This design comes from an exercise in tuning for small area and a short achievable clock period on the open sky130 flow, not from production work.
In this exercise RTL edits were held to simulation tests only and were not proved equivalent to the original.
Power and IR drop assume default switching activity.

==> design.v <==
package structures;
    typedef enum bit [1:0] {
        NORMAL = 0,
        J,
        JR
    } control_type_t;
    typedef enum bit [1:0] {
        NO_FORWARD   = 0,
        FORWARD_ALU,
        FORWARD_MEM1,
        FORWARD_MEM
    } forward_type_t;
    typedef enum bit [2:0] {
        NO_LOAD = 0,
        LOAD_BYTE,
        LOAD_HALF,
        LOAD_WORD,
        LOAD_DWORD
    } mem_load_type_t;
    typedef enum bit [2:0] {
        NO_STORE = 0,
        STORE_BYTE,
        STORE_HALF,
        STORE_WORD,
        STORE_DWORD
    } mem_store_type_t;
    typedef enum bit [1:0] {
        NO_SLT = 0,
        SLT,
        SLTU
    } slt_type_t;
    typedef enum bit [1:0] {
        NO_CUT = 0,
        SIGNED_CUT,
        UNSIGNED_CUT
    } alu_cut_t;
    typedef enum bit [1:0] {
        ORIGIN,
        A,
        B
    } alu_shifter_as_inp_t;
    typedef enum bit [1:0] {
        A_DATA = 0,
        A_SHIFTER,
        A_PC
    } alu_a_src_t;
    typedef enum bit [2:0] {
        B_DATA = 0,
        B_SHIFTER,
        SIGN_IMM,
        ZERO_IMM,
        CACHE_IMM
    } alu_b_src_t;
    typedef enum bit [2:0] {
        ALU_OUT = 0,
        SHIFTER_OUT,
        PC_BRANCH,
        LUI_OUT,
        SLT_OUT,
        SLTU_OUT,
        SEB_OUT,
        SEH_OUT
    } EX_out_src_t;
    typedef enum bit [1:0] {
        BRANCH,
        COMPACT_BRANCH,
        PC_RELATIVE
    } BranchAddr_src_t;
    typedef enum bit [1:0] {
        NO_EXT   = 0,
        EXT_BYTE,
        EXT_HALF
    } ext_src_t;
    typedef enum bit [1:0] {
        SHIFTER = 0,
        ROTATOR,
        SIGN_SHIFTER32,
        SIGN_ROTATOR32
    } cut_barrel_out32_t;
    typedef enum bit [1:0] {
        ICACHE = 0,
        DCACHE,
        TCACHE,
        SCACHE
    } cache_types_t;
    typedef enum bit [2:0] {WB_INVALIDATE = 0} cache_ops_t;
    typedef struct packed {
        cache_ops_t   op;
        cache_types_t t;
    } cache_action_t;
    typedef struct packed {
        logic [63:0] predicted_npc;
        logic [63:0] fetch_pc4, fetch_pc;
        logic [31:0] inst;
    } IF_regs_t;
    typedef struct packed {
        logic [63:0] predicted_npc;
        logic [63:0] A_data, B_data, pc4, pc_branch, jumpAddr;
        logic [4:0] W_regnum, cp0_rd, shamt;
        logic [2:0] alu_op, sel;
        logic [1:0] barrel_plus32;
        control_type_t control_type;
        mem_load_type_t mem_load_type;
        mem_store_type_t mem_store_type;
        alu_cut_t cut_alu_out32;
        alu_a_src_t alu_a_src;
        alu_b_src_t alu_b_src;
        EX_out_src_t ex_out_src;
        cut_barrel_out32_t cut_barrel_out32;
        logic reserved_inst_E,
            write_enable,
            barrel_right,
            shift_arith,
            rotator_src,
            barrel_src,
            barrel_sa_src,
            BEQ,
            BNE,
            BC,
            BAL,
            cache,
            linkpc,
            B_is_reg,
            signed_mem_out,
            ignore_overflow,
            MFC0,
            MTC0,
            ERET,
            break_,
            syscall
        ;
        logic [31:0] inst;
        logic [63:0] pc;
    } ID_regs_t;
    typedef struct packed {
        logic [63:0] predicted_npc;
        logic [63:0] out, B_data, pc4, pc_branch;
        logic [4:0] W_regnum, cp0_rd;
        logic [2:0] sel;
        mem_load_type_t mem_load_type;
        mem_store_type_t mem_store_type;
        logic overflow,
            zero,
            MFC0,
            MTC0,
            break_,
            syscall,
            write_enable,
            BEQ,
            BNE,
            BC,
            BAL,
            cache,
            signed_mem_out,
            lui,
            linkpc
        ;
    } EX_regs_t;
    typedef struct packed {
        logic [63:0] EPC, W_data;
        logic [4:0] W_regnum;
        logic write_enable, takenHandler;   
    } MEM_regs_t;
    typedef struct packed {
        logic [64-6-1:0] mem_addr;
        logic [64*8-1:0] mem_data_out;
        logic mem_req_load, mem_req_store;
    } mem_bus_req_t;
    typedef struct packed {
        logic [64*8-1:0] mem_data;
        logic mem_ready;
    } mem_bus_resp_t;
endpackage
/*verilator lint_off DECLFILENAME*/
/*verilator lint_off MULTITOP*/
module mux2v #(
    parameter width = 32
) (
    output logic [width-1:0] out,
    input logic [width-1:0] a,
    input logic [width-1:0] b,
    input logic sel
);
    always_comb begin
        out = sel ? b : a;
    end
endmodule
module mux3v #(
    parameter width = 32
) (
    output logic [width-1:0] out,
    input logic [width-1:0] a,
    input logic [width-1:0] b,
    input logic [width-1:0] c,
    input logic [1:0] sel
);
    logic [width - 1:0] tmp;
    mux2v #(width) mux2v_0 (
        tmp,
        a,
        b,
        sel[0]
    );
    mux2v #(width) mux2v_1 (
        out,
        tmp,
        c,
        sel[1]
    );
endmodule
module mux4v #(
    parameter width = 32
) (
    output logic [width-1:0] out,
    input logic [width-1:0] a,
    input logic [width-1:0] b,
    input logic [width-1:0] c,
    input logic [width-1:0] d,
    input logic [1:0] sel
);
    logic [width - 1:0] tmp, tmp2;
    mux2v #(width) mux2v_0 (
        tmp,
        a,
        b,
        sel[0]
    );
    mux2v #(width) mux2v_1 (
        tmp2,
        c,
        d,
        sel[0]
    );
    mux2v #(width) mux2v_2 (
        out,
        tmp,
        tmp2,
        sel[1]
    );
endmodule
module mux8v #(
    parameter width = 32
) (
    output logic [width-1:0] out,
    input logic [width-1:0] a,
    input logic [width-1:0] b,
    input logic [width-1:0] c,
    input logic [width-1:0] d,
    input logic [width-1:0] e,
    input logic [width-1:0] f,
    input logic [width-1:0] g,
    input logic [width-1:0] h,
    input logic [2:0] sel
);
    logic [width - 1:0] tmp, tmp2, tmp3, tmp4;
    mux2v #(width) mux2v_0 (
        tmp,
        a,
        b,
        sel[0]
    );
    mux2v #(width) mux2v_1 (
        tmp2,
        c,
        d,
        sel[0]
    );
    mux2v #(width) mux2v_2 (
        tmp3,
        e,
        f,
        sel[0]
    );
    mux2v #(width) mux2v_3 (
        tmp4,
        g,
        h,
        sel[0]
    );
    mux4v #(width) mux4v_0 (
        out,
        tmp,
        tmp2,
        tmp3,
        tmp4,
        sel[2:1]
    );
endmodule
/*verilator lint_on MULTITOP*/
/*verilator lint_on DECLFILENAME*/
/*verilator lint_off DECLFILENAME*/
/*verilator lint_off MULTITOP*/
module barrel_shifter_left #(
    parameter WIDTH = 32
) (
    output logic [WIDTH-1:0] w5,
    input  logic [WIDTH-1:0] w0,
    input  logic [      4:0] shift_amount
);
    logic [WIDTH-1:0] w1, w2, w3, w4;
    mux2v #(WIDTH) mux_l1 (
        w1,
        w0,
        {w0[WIDTH-2:0], 1'b0},
        shift_amount[0]
    );
    mux2v #(WIDTH) mux_l2 (
        w2,
        w1,
        {w1[WIDTH-3:0], 2'b0},
        shift_amount[1]
    );
    mux2v #(WIDTH) mux_l4 (
        w3,
        w2,
        {w2[WIDTH-5:0], 4'b0},
        shift_amount[2]
    );
    mux2v #(WIDTH) mux_l8 (
        w4,
        w3,
        {w3[WIDTH-9:0], 8'b0},
        shift_amount[3]
    );
    mux2v #(WIDTH) mux_l16 (
        w5,
        w4,
        {w4[WIDTH-17:0], 16'b0},
        shift_amount[4]
    );
endmodule
module barrel_shifter_left_small #(
    parameter WIDTH = 32
) (
    output logic [WIDTH-1:0] w3,
    input  logic [WIDTH-1:0] w0,
    input  logic [      2:0] shift_amount
);
    logic [WIDTH-1:0] w1, w2;
    mux2v #(WIDTH) mux_l1 (
        w1,
        w0,
        {w0[WIDTH-2:0], 1'b0},
        shift_amount[0]
    );
    mux2v #(WIDTH) mux_l2 (
        w2,
        w1,
        {w1[WIDTH-3:0], 2'b0},
        shift_amount[1]
    );
    mux2v #(WIDTH) mux_l4 (
        w3,
        w2,
        {w2[WIDTH-5:0], 4'b0},
        shift_amount[2]
    );
endmodule
module barrel_shifter_right #(
    parameter WIDTH = 32
) (
    output logic [WIDTH-1:0] w5,
    input  logic [WIDTH-1:0] w0,
    input  logic [      4:0] shift_amount,
    input  logic             arithmetic
);
    logic [WIDTH-1:0] w1, w2, w3, w4, r1_final, r2_final, r4_final, r8_final, r16_final;
    mux2v #(WIDTH) mux_r1_sel (
        r1_final,
        {1'b0, w0[WIDTH-1:1]},
        {w0[WIDTH-1], w0[WIDTH-1:1]},
        arithmetic
    );
    mux2v #(WIDTH) mux_r1 (
        w1,
        w0,
        r1_final,
        shift_amount[0]
    );
    mux2v #(WIDTH) mux_r2_sel (
        r2_final,
        {2'b0, w1[WIDTH-1:2]},
        {{2{w1[WIDTH-1]}}, w1[WIDTH-1:2]},
        arithmetic
    );
    mux2v #(WIDTH) mux_r2 (
        w2,
        w1,
        r2_final,
        shift_amount[1]
    );
    mux2v #(WIDTH) mux_r4_sel (
        r4_final,
        {4'b0, w2[WIDTH-1:4]},
        {{4{w2[WIDTH-1]}}, w2[WIDTH-1:4]},
        arithmetic
    );
    mux2v #(WIDTH) mux_r4 (
        w3,
        w2,
        r4_final,
        shift_amount[2]
    );
    mux2v #(WIDTH) mux_r8_sel (
        r8_final,
        {8'b0, w3[WIDTH-1:8]},
        {{8{w3[WIDTH-1]}}, w3[WIDTH-1:8]},
        arithmetic
    );
    mux2v #(WIDTH) mux_r8 (
        w4,
        w3,
        r8_final,
        shift_amount[3]
    );
    mux2v #(WIDTH) mux_r16_sel (
        r16_final,
        {16'b0, w4[WIDTH-1:16]},
        {{16{w4[WIDTH-1]}}, w4[WIDTH-1:16]},
        arithmetic
    );
    mux2v #(WIDTH) mux_r16 (
        w5,
        w4,
        r16_final,
        shift_amount[4]
    );
endmodule
module barrel_shifter32 #(
    parameter WIDTH = 32
) (
    output logic [WIDTH-1:0] data_out,
    input  logic [WIDTH-1:0] data_in,
    input  logic [      4:0] shift_amount,
    input  logic             direction,      
    input  logic             arithmetic
);
    logic [WIDTH-1:0] left_result, right_result;
    barrel_shifter_left #(WIDTH) u_left (
        .w5(left_result),
        .w0(data_in),
        .shift_amount(shift_amount)
    );
    barrel_shifter_right #(WIDTH) u_right (
        .w5(right_result),
        .w0(data_in),
        .shift_amount(shift_amount),
        .arithmetic(arithmetic)
    );
    mux2v #(WIDTH) final_mux (
        .out(data_out),
        .a  (left_result),
        .b  (right_result),
        .sel(direction)
    );
endmodule
/*verilator lint_on MULTITOP*/
/*verilator lint_on DECLFILENAME*/
/*verilator lint_off DECLFILENAME*/
/*verilator lint_off MULTITOP*/
module barrel_rotator_right #(
    parameter WIDTH = 32
) (
    output logic [WIDTH-1:0] w5,
    input  logic [WIDTH-1:0] w0,
    input  logic [      4:0] rotate_amount
);
    logic [WIDTH-1:0] w1, w2, w3, w4;
    mux2v #(WIDTH) mux_r1 (
        w1,
        w0,
        {w0[0], w0[WIDTH-1:1]},
        rotate_amount[0]
    );
    mux2v #(WIDTH) mux_r2 (
        w2,
        w1,
        {w1[1:0], w1[WIDTH-1:2]},
        rotate_amount[1]
    );
    mux2v #(WIDTH) mux_r4 (
        w3,
        w2,
        {w2[3:0], w2[WIDTH-1:4]},
        rotate_amount[2]
    );
    mux2v #(WIDTH) mux_r8 (
        w4,
        w3,
        {w3[7:0], w3[WIDTH-1:8]},
        rotate_amount[3]
    );
    mux2v #(WIDTH) mux_r16 (
        w5,
        w4,
        {w4[15:0], w4[WIDTH-1:16]},
        rotate_amount[4]
    );
endmodule
module barrel_rotator32 #(
    parameter WIDTH = 32
) (
    output logic [WIDTH-1:0] data_out,
    input  logic [WIDTH-1:0] data_in,
    input  logic [      4:0] rotate_amount,
    input  logic             direction        
);
    logic [WIDTH-1:0] right_result;
    barrel_rotator_right #(WIDTH) right_rotator (
        right_result,
        data_in,
        rotate_amount
    );
    mux2v #(WIDTH) final_mux (
        data_out,
        '0,
        right_result,
        direction
    );
endmodule
/*verilator lint_on MULTITOP*/
/*verilator lint_on DECLFILENAME*/
module au #(
    parameter width = 32
) (
    input logic [width-1:0] a,
    input logic [width-1:0] b,
    input logic sub,
    output logic [width-1:0] out,
    output logic negative,
    output logic zero,
    output logic overflow,
    output logic borrow_out
);
    logic [  width:0] result;
    logic [width-1:0] b_eff;
    always_comb begin
        b_eff = b ^ {width{sub}};
        result = {1'b0, a} + {1'b0, b_eff} + {{width{1'b0}}, sub};
        out = result[width-1:0];
        negative = out[width-1];
        zero = ~|out;
        overflow = (a[width-1] == b_eff[width-1]) && (out[width-1] != a[width-1]);
        borrow_out = ~result[width];
    end
endmodule
module lu #(
    parameter width = 32
) (
    input logic [width-1:0] a,
    input logic [width-1:0] b,
    input logic [1:0] lu_op,
    output logic [width-1:0] out
);
    mux4v #(width) mux4v_0 (
        .out(out),
        .a  (a & b),
        .b  (a | b),
        .c  (~(a | b)),
        .d  (a ^ b),
        .sel(lu_op)
    );
endmodule
module alu #(
    parameter width = 32
) (
    output logic [width-1:0] out,
    output logic overflow,
    output logic zero,
    output logic negative,
    output logic borrow_out,
    input logic [width-1:0] a,
    input logic [width-1:0] b,
    input logic [2:0] alu_op
);
    logic [width-1:0] lu_out, au_out;
    lu #(width) lu_0 (
        a,
        b,
        alu_op[1:0],
        lu_out
    );
    au #(width) au_0 (
        a,
        b,
        alu_op[0],
        au_out,
        negative,
        zero,
        overflow,
        borrow_out
    );
    mux2v #(width) mux2v_0 (
        out,
        au_out,
        lu_out,
        alu_op[2]
    );
endmodule
module core_EX (
    input logic clock,
    input logic reset,
    input logic data_cache_miss_stall,
    /*verilator lint_off UNUSEDSIGNAL*/
    input structures::ID_regs_t ID_regs,
    /*verilator lint_on UNUSEDSIGNAL*/
    input logic flush,
    input logic [63:0] MEM_data,
    input logic [63:0] MEM1_data,
    input structures::forward_type_t forward_A,
    input structures::forward_type_t forward_B,
    input logic takenHandler,
    output structures::EX_regs_t EX_regs
);
    logic negative, overflow, zero, borrow_out;
    logic [ 4:0] barrel_sa;
    logic [31:0] rotator32_tmp_out;
    logic [63:0]
        B_in_barrel,
        A_in_barrel,
        barrel_in,
        ext_out,
        alu_tmp_out,
        alu_out,
        lui_val,
        slt_calc,
        borrow_val,
        shifter_tmp_out,
        shifter_small_tmp_out,
        rotator_tmp_out,
        rotator_len_out,
        barrel_out,
        barrel_plus32_out,
        forwarded_A,
        forwarded_B,
        SignExtImm,
        ZeroExtImm,
        CacheExtImm,
        SEH_out,
        SEB_out;
    mux4v #(64) forward_mux_A (
        forwarded_A,
        ID_regs.A_data,
        EX_regs.out,
        MEM1_data,
        MEM_data,
        forward_A
    );
    mux4v #(64) forward_mux_B (
        forwarded_B,
        ID_regs.B_data,
        EX_regs.out,
        MEM1_data,
        MEM_data,
        forward_B
    );
    mux8v #(64) B_in_barrel_mux (
        B_in_barrel,
        forwarded_B,
        '0,
        SignExtImm,
        ZeroExtImm,
        CacheExtImm,
        '0,
        '0,
        '0,
        ID_regs.alu_b_src
    );
    mux3v #(64) A_in_barrel_mux (
        A_in_barrel,
        forwarded_A,
        shifter_small_tmp_out,
        ID_regs.pc,
        ID_regs.alu_a_src
    );
    mux2v #(64) barrel_in_mux (
        barrel_in,
        forwarded_B,
        forwarded_A,
        ID_regs.barrel_src
    );
    mux2v #(5) barrel_sa_mux (
        barrel_sa,
        ID_regs.shamt,
        forwarded_A[4:0],
        ID_regs.barrel_sa_src
    );
    alu #(64) alu_ (
        .out(alu_tmp_out),
        .overflow(overflow),
        .zero(),
        .negative(negative),
        .borrow_out(borrow_out),
        .a(A_in_barrel),
        .b(B_in_barrel),
        .alu_op(ID_regs.alu_op)
    );
    mux3v #(64) cut_alu_out (
        alu_out,
        alu_tmp_out,
        {{32{alu_tmp_out[31]}}, alu_tmp_out[31:0]},
        {32'b0, alu_tmp_out[31:0]},
        ID_regs.cut_alu_out32
    );
    barrel_shifter32 #(64) shifter (
        shifter_tmp_out,
        barrel_in,
        barrel_sa,
        ID_regs.barrel_right,
        ID_regs.shift_arith
    );
    barrel_shifter_left_small #(64) shifter_small (
        shifter_small_tmp_out,
        barrel_in,
        barrel_sa[2:0]
    );
    barrel_rotator32 #(64) rotator (
        rotator_tmp_out,
        barrel_in,
        barrel_sa,
        ID_regs.barrel_right
    );
    barrel_rotator32 #(32) rotator32 (
        rotator32_tmp_out,
        barrel_in[31:0],
        barrel_sa,
        ID_regs.barrel_right
    );
    mux2v #(64) rotator_len_mux (
        rotator_len_out,
        rotator_tmp_out,
        {32'b0, rotator32_tmp_out},
        ID_regs.rotator_src
    );
    mux4v #(64) cut_barrel_out (
        barrel_out,
        shifter_tmp_out,
        rotator_tmp_out,
        {{32{shifter_tmp_out[31]}}, shifter_tmp_out[31:0]},
        {{32{rotator_len_out[31]}}, rotator_len_out[31:0]},
        ID_regs.cut_barrel_out32
    );
    mux4v #(64) barrel_plus32_mux (
        barrel_plus32_out,
        barrel_out,
        {barrel_out[31:0], {32{1'b0}}},
        {{32{1'b0}}, barrel_out[63:32]},
        {barrel_out[31:0], barrel_out[63:32]},
        ID_regs.barrel_plus32
    );
    mux8v #(64) out_sel (
        ext_out,
        alu_out,   
        barrel_plus32_out,   
        ID_regs.pc_branch,   
        lui_val,   
        slt_calc,   
        borrow_val,   
        SEB_out,   
        SEH_out,   
        ID_regs.ex_out_src
    );
    always_comb begin
        SignExtImm = {{48{ID_regs.inst[15]}}, ID_regs.inst[15:0]};
        ZeroExtImm = {{48{1'b0}}, ID_regs.inst[15:0]};
        CacheExtImm = {{55{ID_regs.inst[15]}}, ID_regs.inst[15:7]};
        SEH_out = {{48{ID_regs.B_data[15]}}, ID_regs.B_data[15:0]};
        SEB_out = {{56{ID_regs.B_data[7]}}, ID_regs.B_data[7:0]};
        zero = A_in_barrel == B_in_barrel;
        lui_val = {{32{ID_regs.inst[15]}}, ID_regs.inst[15:0], 16'b0};
        slt_calc = {
            63'b0,
            ((forwarded_A[63] ^ forwarded_B[63]) & forwarded_A[63]) | (~(forwarded_A[63] ^ forwarded_B[63]) & negative)
        };
        borrow_val = {63'b0, borrow_out};
    end
    always_ff @(posedge clock, posedge reset) begin
        if (reset) begin
            EX_regs <= '0;
        end else if (flush && (!ID_regs.linkpc || takenHandler)) begin
            EX_regs <= '0;
        end else if (!data_cache_miss_stall) begin
            EX_regs.out <= ext_out;
            EX_regs.B_data <= forwarded_B;
            EX_regs.W_regnum <= ID_regs.W_regnum;
            EX_regs.pc4 <= ID_regs.pc4;
            EX_regs.predicted_npc <= ID_regs.predicted_npc;
            EX_regs.overflow <= overflow && (!ID_regs.ignore_overflow);
            EX_regs.zero <= zero;
            EX_regs.sel <= ID_regs.inst[2:0];
            EX_regs.mem_load_type <= ID_regs.mem_load_type;
            EX_regs.mem_store_type <= ID_regs.mem_store_type;
            EX_regs.MFC0 <= ID_regs.MFC0;
            EX_regs.MTC0 <= ID_regs.MTC0;
            EX_regs.break_ <= ID_regs.break_;
            EX_regs.syscall <= ID_regs.syscall;
            EX_regs.BEQ <= ID_regs.BEQ;
            EX_regs.BNE <= ID_regs.BNE;
            EX_regs.BC <= ID_regs.BC;
            EX_regs.BAL <= ID_regs.BAL;
            EX_regs.cache <= ID_regs.cache;
            EX_regs.pc_branch <= ID_regs.pc_branch;
            EX_regs.write_enable <= ID_regs.write_enable;
            EX_regs.signed_mem_out <= ID_regs.signed_mem_out;
            EX_regs.linkpc <= ID_regs.linkpc;
            EX_regs.cp0_rd <= ID_regs.cp0_rd;
        end
    end
endmodule
module ex_stage (
    input  logic        clock,
    input  logic        reset,
    input  logic        data_cache_miss_stall,
    input  logic        flush,
    input  logic        takenHandler,
    input  logic [ 1:0] forward_A,
    input  logic [ 1:0] forward_B,
    input  logic [63:0] MEM_data,
    input  logic [63:0] MEM1_data,
    input  logic [63:0] id_predicted_npc,
    input  logic [63:0] id_A_data,
    input  logic [63:0] id_B_data,
    input  logic [63:0] id_pc4,
    input  logic [63:0] id_pc_branch,
    input  logic [63:0] id_pc,
    input  logic [31:0] id_inst,
    input  logic [ 4:0] id_W_regnum,
    input  logic [ 4:0] id_cp0_rd,
    input  logic [ 4:0] id_shamt,
    input  logic [ 2:0] id_alu_op,
    input  logic [ 1:0] id_barrel_plus32,
    input  logic [ 2:0] id_mem_load_type,
    input  logic [ 2:0] id_mem_store_type,
    input  logic [ 1:0] id_cut_alu_out32,
    input  logic [ 1:0] id_alu_a_src,
    input  logic [ 2:0] id_alu_b_src,
    input  logic [ 2:0] id_ex_out_src,
    input  logic [ 1:0] id_cut_barrel_out32,
    input  logic        id_write_enable,
    input  logic        id_barrel_right,
    input  logic        id_shift_arith,
    input  logic        id_rotator_src,
    input  logic        id_barrel_src,
    input  logic        id_barrel_sa_src,
    input  logic        id_BEQ,
    input  logic        id_BNE,
    input  logic        id_BC,
    input  logic        id_BAL,
    input  logic        id_cache,
    input  logic        id_linkpc,
    input  logic        id_signed_mem_out,
    input  logic        id_ignore_overflow,
    input  logic        id_MFC0,
    input  logic        id_MTC0,
    input  logic        id_break_,
    input  logic        id_syscall,
    output logic [63:0] ex_predicted_npc,
    output logic [63:0] ex_out,
    output logic [63:0] ex_B_data,
    output logic [63:0] ex_pc4,
    output logic [63:0] ex_pc_branch,
    output logic [ 4:0] ex_W_regnum,
    output logic [ 4:0] ex_cp0_rd,
    output logic [ 2:0] ex_sel,
    output logic [ 2:0] ex_mem_load_type,
    output logic [ 2:0] ex_mem_store_type,
    output logic        ex_overflow,
    output logic        ex_zero,
    output logic        ex_MFC0,
    output logic        ex_MTC0,
    output logic        ex_break_,
    output logic        ex_syscall,
    output logic        ex_write_enable,
    output logic        ex_BEQ,
    output logic        ex_BNE,
    output logic        ex_BC,
    output logic        ex_BAL,
    output logic        ex_cache,
    output logic        ex_signed_mem_out,
    output logic        ex_lui,
    output logic        ex_linkpc
);
    structures::ID_regs_t ID_regs;
    structures::EX_regs_t EX_regs;
    always_comb begin
        ID_regs = '0;
        ID_regs.predicted_npc = id_predicted_npc;
        ID_regs.A_data = id_A_data;
        ID_regs.B_data = id_B_data;
        ID_regs.pc4 = id_pc4;
        ID_regs.pc_branch = id_pc_branch;
        ID_regs.pc = id_pc;
        ID_regs.inst = id_inst;
        ID_regs.W_regnum = id_W_regnum;
        ID_regs.cp0_rd = id_cp0_rd;
        ID_regs.shamt = id_shamt;
        ID_regs.alu_op = id_alu_op;
        ID_regs.barrel_plus32 = id_barrel_plus32;
        ID_regs.mem_load_type = structures::mem_load_type_t'(id_mem_load_type);
        ID_regs.mem_store_type = structures::mem_store_type_t'(id_mem_store_type);
        ID_regs.cut_alu_out32 = structures::alu_cut_t'(id_cut_alu_out32);
        ID_regs.alu_a_src = structures::alu_a_src_t'(id_alu_a_src);
        ID_regs.alu_b_src = structures::alu_b_src_t'(id_alu_b_src);
        ID_regs.ex_out_src = structures::EX_out_src_t'(id_ex_out_src);
        ID_regs.cut_barrel_out32 = structures::cut_barrel_out32_t'(id_cut_barrel_out32);
        ID_regs.write_enable = id_write_enable;
        ID_regs.barrel_right = id_barrel_right;
        ID_regs.shift_arith = id_shift_arith;
        ID_regs.rotator_src = id_rotator_src;
        ID_regs.barrel_src = id_barrel_src;
        ID_regs.barrel_sa_src = id_barrel_sa_src;
        ID_regs.BEQ = id_BEQ;
        ID_regs.BNE = id_BNE;
        ID_regs.BC = id_BC;
        ID_regs.BAL = id_BAL;
        ID_regs.cache = id_cache;
        ID_regs.linkpc = id_linkpc;
        ID_regs.signed_mem_out = id_signed_mem_out;
        ID_regs.ignore_overflow = id_ignore_overflow;
        ID_regs.MFC0 = id_MFC0;
        ID_regs.MTC0 = id_MTC0;
        ID_regs.break_ = id_break_;
        ID_regs.syscall = id_syscall;
    end
    core_EX ex (
        .clock(clock),
        .reset(reset),
        .data_cache_miss_stall(data_cache_miss_stall),
        .ID_regs(ID_regs),
        .flush(flush),
        .EX_regs(EX_regs),
        .MEM_data(MEM_data),
        .MEM1_data(MEM1_data),
        .forward_A(structures::forward_type_t'(forward_A)),
        .forward_B(structures::forward_type_t'(forward_B)),
        .takenHandler(takenHandler)
    );
    assign ex_predicted_npc = EX_regs.predicted_npc;
    assign ex_out = EX_regs.out;
    assign ex_B_data = EX_regs.B_data;
    assign ex_pc4 = EX_regs.pc4;
    assign ex_pc_branch = EX_regs.pc_branch;
    assign ex_W_regnum = EX_regs.W_regnum;
    assign ex_cp0_rd = EX_regs.cp0_rd;
    assign ex_sel = EX_regs.sel;
    assign ex_mem_load_type = EX_regs.mem_load_type;
    assign ex_mem_store_type = EX_regs.mem_store_type;
    assign ex_overflow = EX_regs.overflow;
    assign ex_zero = EX_regs.zero;
    assign ex_MFC0 = EX_regs.MFC0;
    assign ex_MTC0 = EX_regs.MTC0;
    assign ex_break_ = EX_regs.break_;
    assign ex_syscall = EX_regs.syscall;
    assign ex_write_enable = EX_regs.write_enable;
    assign ex_BEQ = EX_regs.BEQ;
    assign ex_BNE = EX_regs.BNE;
    assign ex_BC = EX_regs.BC;
    assign ex_BAL = EX_regs.BAL;
    assign ex_cache = EX_regs.cache;
    assign ex_signed_mem_out = EX_regs.signed_mem_out;
    assign ex_lui = EX_regs.lui;
    assign ex_linkpc = EX_regs.linkpc;
endmodule
==> run.sh <==
#!/bin/bash
# synth_recipe.tcl (not shown) runs the flow's synth.tcl, then flattens the netlist and writes it again
# the make line also repeats each setting of config.mk as NAME=value (left out here)
make -C /OpenROAD-flow-scripts/flow DESIGN_CONFIG=/design/flow/config.mk WORK_HOME=/design/flow/orfs CLKGATE_MAP_FILE= SYNTH_SCRIPT=/design/flow/synth_recipe.tcl finish
==> config.mk <==
export PLATFORM = sky130hd
export DESIGN_NAME = ex_stage
export DESIGN_NICKNAME = ex_stage
export VERILOG_FILES = /design/flow/design.v
export SDC_FILE = /design/flow/constraint.sdc
export NUM_CORES = 4
export LEC_CHECK = 0
export CAP_MARGIN = 20
export CORE_MARGIN = 2
export CORE_UTILIZATION = 30
export SETUP_SLACK_MARGIN = 0.3
export SLEW_MARGIN = 20
==> constraint.sdc <==
create_clock -name core_clock -period 7.5 [get_ports {clock}]
set_input_delay 1.5000 -clock core_clock [delete_from_list [all_inputs] [get_ports {clock}]]
set_output_delay 1.5000 -clock core_clock [all_outputs]
set_load 0.01 [all_outputs]
==> metrics.md <==
| Metric | Value |
|---|---|
| Crit path launch type | input pin |
| Routed wire length | 372,000 µm |
| Worst-path clk slew | 60 ps |
| Via density | 6.37 |
| Unrepaired setup endpoints after global routing | yes |
| Via Count | 55.0k |
| Synth unique cells | 96 |
| I/O pin cnt | 963 |
| Routed Antenna Nets | 0 |
| Status | finished clean |
| Sw frac | 47.1% |
| Initial DRC count | 8,460 |
| Least-Margin Pin Slew | 1280 ps |
| First-pass GRT wire length | 472,000 µm |
| Area Overhead vs Synth | 58.2% |
| Post-synthesis sequential area ratio | 21.8% |
| Power Density | 198 nW/µm² |
| Final hold viol count | 0 |
| Max reg flops | 353 |
| Synth top area share | 21.8% |
| Dpl hpwl | 314,000 µm |
| Int Power | 6.72 mW |
| Comb pwr share | 65.5% |
| Final slew viol count | 0 |
| # port buffers | 945 |
| Final setup viols | 0 |
| Placed Cells | 8,389 |
| Critical path arrival | 7730 ps |
| Max_cap viols | 0 |
| Dpl ws | -870 ps |
| Skew final | 51.0 ps |
| Min cycle time layout | 7200 ps |
| Worst skew pair latency | 650 ps |
| Clock sinks | 353 |
| Starting Density | 30.3% |
| All-Layer GR Usage | 51.3% |
| Largest net degree at the start of global routing | 184 |
| Clk pwr share | 16.6% |
| DR pass1 iterations | 14 |
| CTS buffer count | 43 |
| Area contributors post-synth | dfrtp_1 22%, mux2i_1 11%, mux2_2 7.2% |
| CTS tree | yes |
| Req. time, crit path | 8040 ps |
| GPL Wtd Cong | 1.17 |
| Final Worst Setup Slack | 304 ps |
| Final period util | 95.9% |
| Worst Hold Class | reg -> reg |
| Most frequent cells after synthesis | 440 x mux2i_1, 397 x nand2_1, 378 x a21oi_1 |
| Flops & latches, synth | 353 |
| Lkg Pwr | 28.6 nW |
| Area of the die | 138,000 µm² |
| Remaining Overflow, GRT | 0 |
| Top flop regs | ex.EX_regs: 353 flops |
| Largest area contributor in the netlist | dfrtp_1 |
| Synthesis warning total | 6 |
| Clk buf depth | 3 |
| Count leader, synth | mux2i_1 |
| Largest stage delay, worst path | 540 ps |
| Post-Synthesis Net Count | 5,645 |
| Worst-path fanout max | 8 |
| Synth Cell Area | 40,500 µm² |
| Non-Filler Instances | 8,636 |
| Final #Nets | 7,566 |
| Post-Synthesis Cells | 4,844 |
| Share of cells above drive strength 1 | 29.3% |
| Slew headroom | 14.0% |
| Sequential power share | 17.9% |
| Post-synth ARST share | 100% |
| Die X | 372 µm |
| Avg Inst Size Synth | 8.37 µm² |
| Most flop-heavy register | ex.EX_regs |
| CP endpoint kind | register |
| Initial antenna violation count | 122 |
| Net switching power of the design | 5.98 mW |
| DRC errors left | 0 |
| Number of synthesized flops with an enable pin | 0 |
| # rows | 134 |
| WS Path Type | in -> reg |
| Crit path top cell by count | buf_4 |
| Synth Flop Type | dfrtp_1 |
| Max IR drop VDD | 0.000175 V |
| Final Power | 12.7 mW |
| Clock Tree Root | clkbuf_16 |
| Slowest cell on the critical path | mux4_2 |
| Core Box Area | 134,000 µm² |
| Fmax | 139 MHz |
| Htree depth | 2 |
| Vias in the first global route | 50.2k |
| Die height | 372 µm |
| Wirelength per Cell | 43.0 µm |
## power by group through the flow
stage / registers [mW] / logic, mW / clock network (mW)
final: 2.27 / 8.32 / 2.11
after global placement: 2.28 / 7.54 / 0
after global routing: 2.27 / 8.46 / 2.18
after CTS: 2.25 / 7.66 / 2.11
after detailed placement: 2.29 / 7.54 / 0
after floorplan: 2.27 / 3.05 / 0
## cell usage in the layout (no fill, tap or decap), drive strengths merged, types with 21 or more instances in the layout
master / instances
buf: 1369
clkdlybuf4s50: 913
mux2i: 441
nand2: 399
a21oi: 380
dfrtp: 353
nor2: 312
a22o: 303
o21ai: 272
mux2: 261
inv: 221
ha: 191
a211oi: 123
xnor2: 95
a222oi: 75
nor2b: 71
diode: 70
o211ai: 67
o22ai: 65
mux4: 63
clkbuf: 60
nor3: 58
nand3: 47
a221oi: 47
a31oi: 46
a21o: 42
a22oi: 42
o221ai: 35
o21a: 27
and3: 27
xor2: 24
and2: 24
a221o: 23
nand4: 21
nor4: 21
## area by class of cell
class | count | area, µm²
well taps | 1768 | 2210
flip-flops and latches | 353 | 8830
clock inverters | 20 | 191
fillers | 13300 | 69700
multi-input cells | 3836 | 30400
inverters | 222 | 840
repair buffers | 2309 | 20300
diodes | 70 | 175
clock buffers | 58 | 1180
## layer usage
layer / wire (µm) / up-vias / track usage [%]
li1: - / 22400 / -
met1: 133000 / 27200 / 58.7
met2: 146000 / 4201 / 70.7
met3: 50600 / 1146 / 23.5
met4: 40800 / 74 / 46.4
met5: 496 / - / 0
## logic make-up after synthesis
kind of cell / after synthesis / synth area share, %
AO/OA/AOI/OAI: 1729 / 30.2
XOR/XNOR: 119 / 2.57
adder cells (fa/ha/maj): 192 / 5.94
buffers and inverters: 656 / 6.45
flip-flops: 353 / 21.8
multiplexers: 765 / 21.7
other: 1 / 0.00925
AND/OR/NAND/NOR: 1029 / 11.3
## critical path: cells and delay by family
kind                     cells  cell delay, ps
AO/OA/AOI/OAI                6             860
adder cells (fa/ha/maj)      1             250
buffers and inverters       11            1990
AND/OR/NAND/NOR              5            1180
multiplexers                 7            1940
## per-stage QoR
stage	hold WS, ps	TNS (ps)	util [%]	area, µm²
final	488	0	47.9	64100
after global routing	512	0	47.9	64000
after CTS	488	0	46.6	62400
after detailed placement	476	-24740	45.2	60500
after global placement	469	-22330	45.2	60500
after floorplan	511	0	-	40600
## final timing paths
path / from / endpoint / slack (ps) / cells past startpoint
max: id_A_data[1] / ex.EX_regs[283]$_DFFE_PP0P_ / 300 / 30
min: ex.EX_regs[73]$_DFFE_PP0P_ / ex.EX_regs[73]$_DFFE_PP0P_ / 490 / 2
max reg2reg: ex.EX_regs[226]$_DFFE_PP0P_ / ex.EX_regs[249]$_DFFE_PP0P_ / 870 / 25
min reg2reg: ex.EX_regs[73]$_DFFE_PP0P_ / ex.EX_regs[73]$_DFFE_PP0P_ / 490 / 2
max in group asynchronous: reset / ex.EX_regs[69]$_DFFE_PP0P_ / 4720 / 3
min in group asynchronous: reset / ex.EX_regs[165]$_DFFE_PP0P_ / 1480 / 2
## repair_timing
item / 4_1_cts / 5_1_grt
pin swaps: 28 / 74
setup buffers: 30 / 67
setup endpoints to repair: 35 / 36
hold endpoints to repair: 0 / 0
cloned: 1 / 1
hold buffers: 0 / 0
resized for setup: 71 / 209

-- static timing again, ports no longer ideal --
How much do the figures lean on ideal ports? The routed layout below was timed once more, with nothing changed but the port constraints. Step 1 sets driving cells, clkbuf_16 on the clock port and buf_2 on the other inputs (assumed; they add their load-dependent delay and slew). Step 2 times the ports against the registers' clock, not the clock port: input delays grow and output delays shrink by t, the midpoint of the rising clock arrivals with the driver on. Three values: ideal, step 1, step 2; two values: the first two.
shift t [ns]: 0.700
slack for setup (ns): 0.304 / 0.333 / -0.367
hold slack, ns: 0.488 / 0.488 / 0.488
clock arrival spread, ns: 0.056 / 0.056
pins driven straight from the clock port: 1
With both steps, setup timing fails in this run, where it was met with ideal ports. For this run, drivers alone change the setup slack by +0.029 ns; drivers and shift together by -0.671 ns.
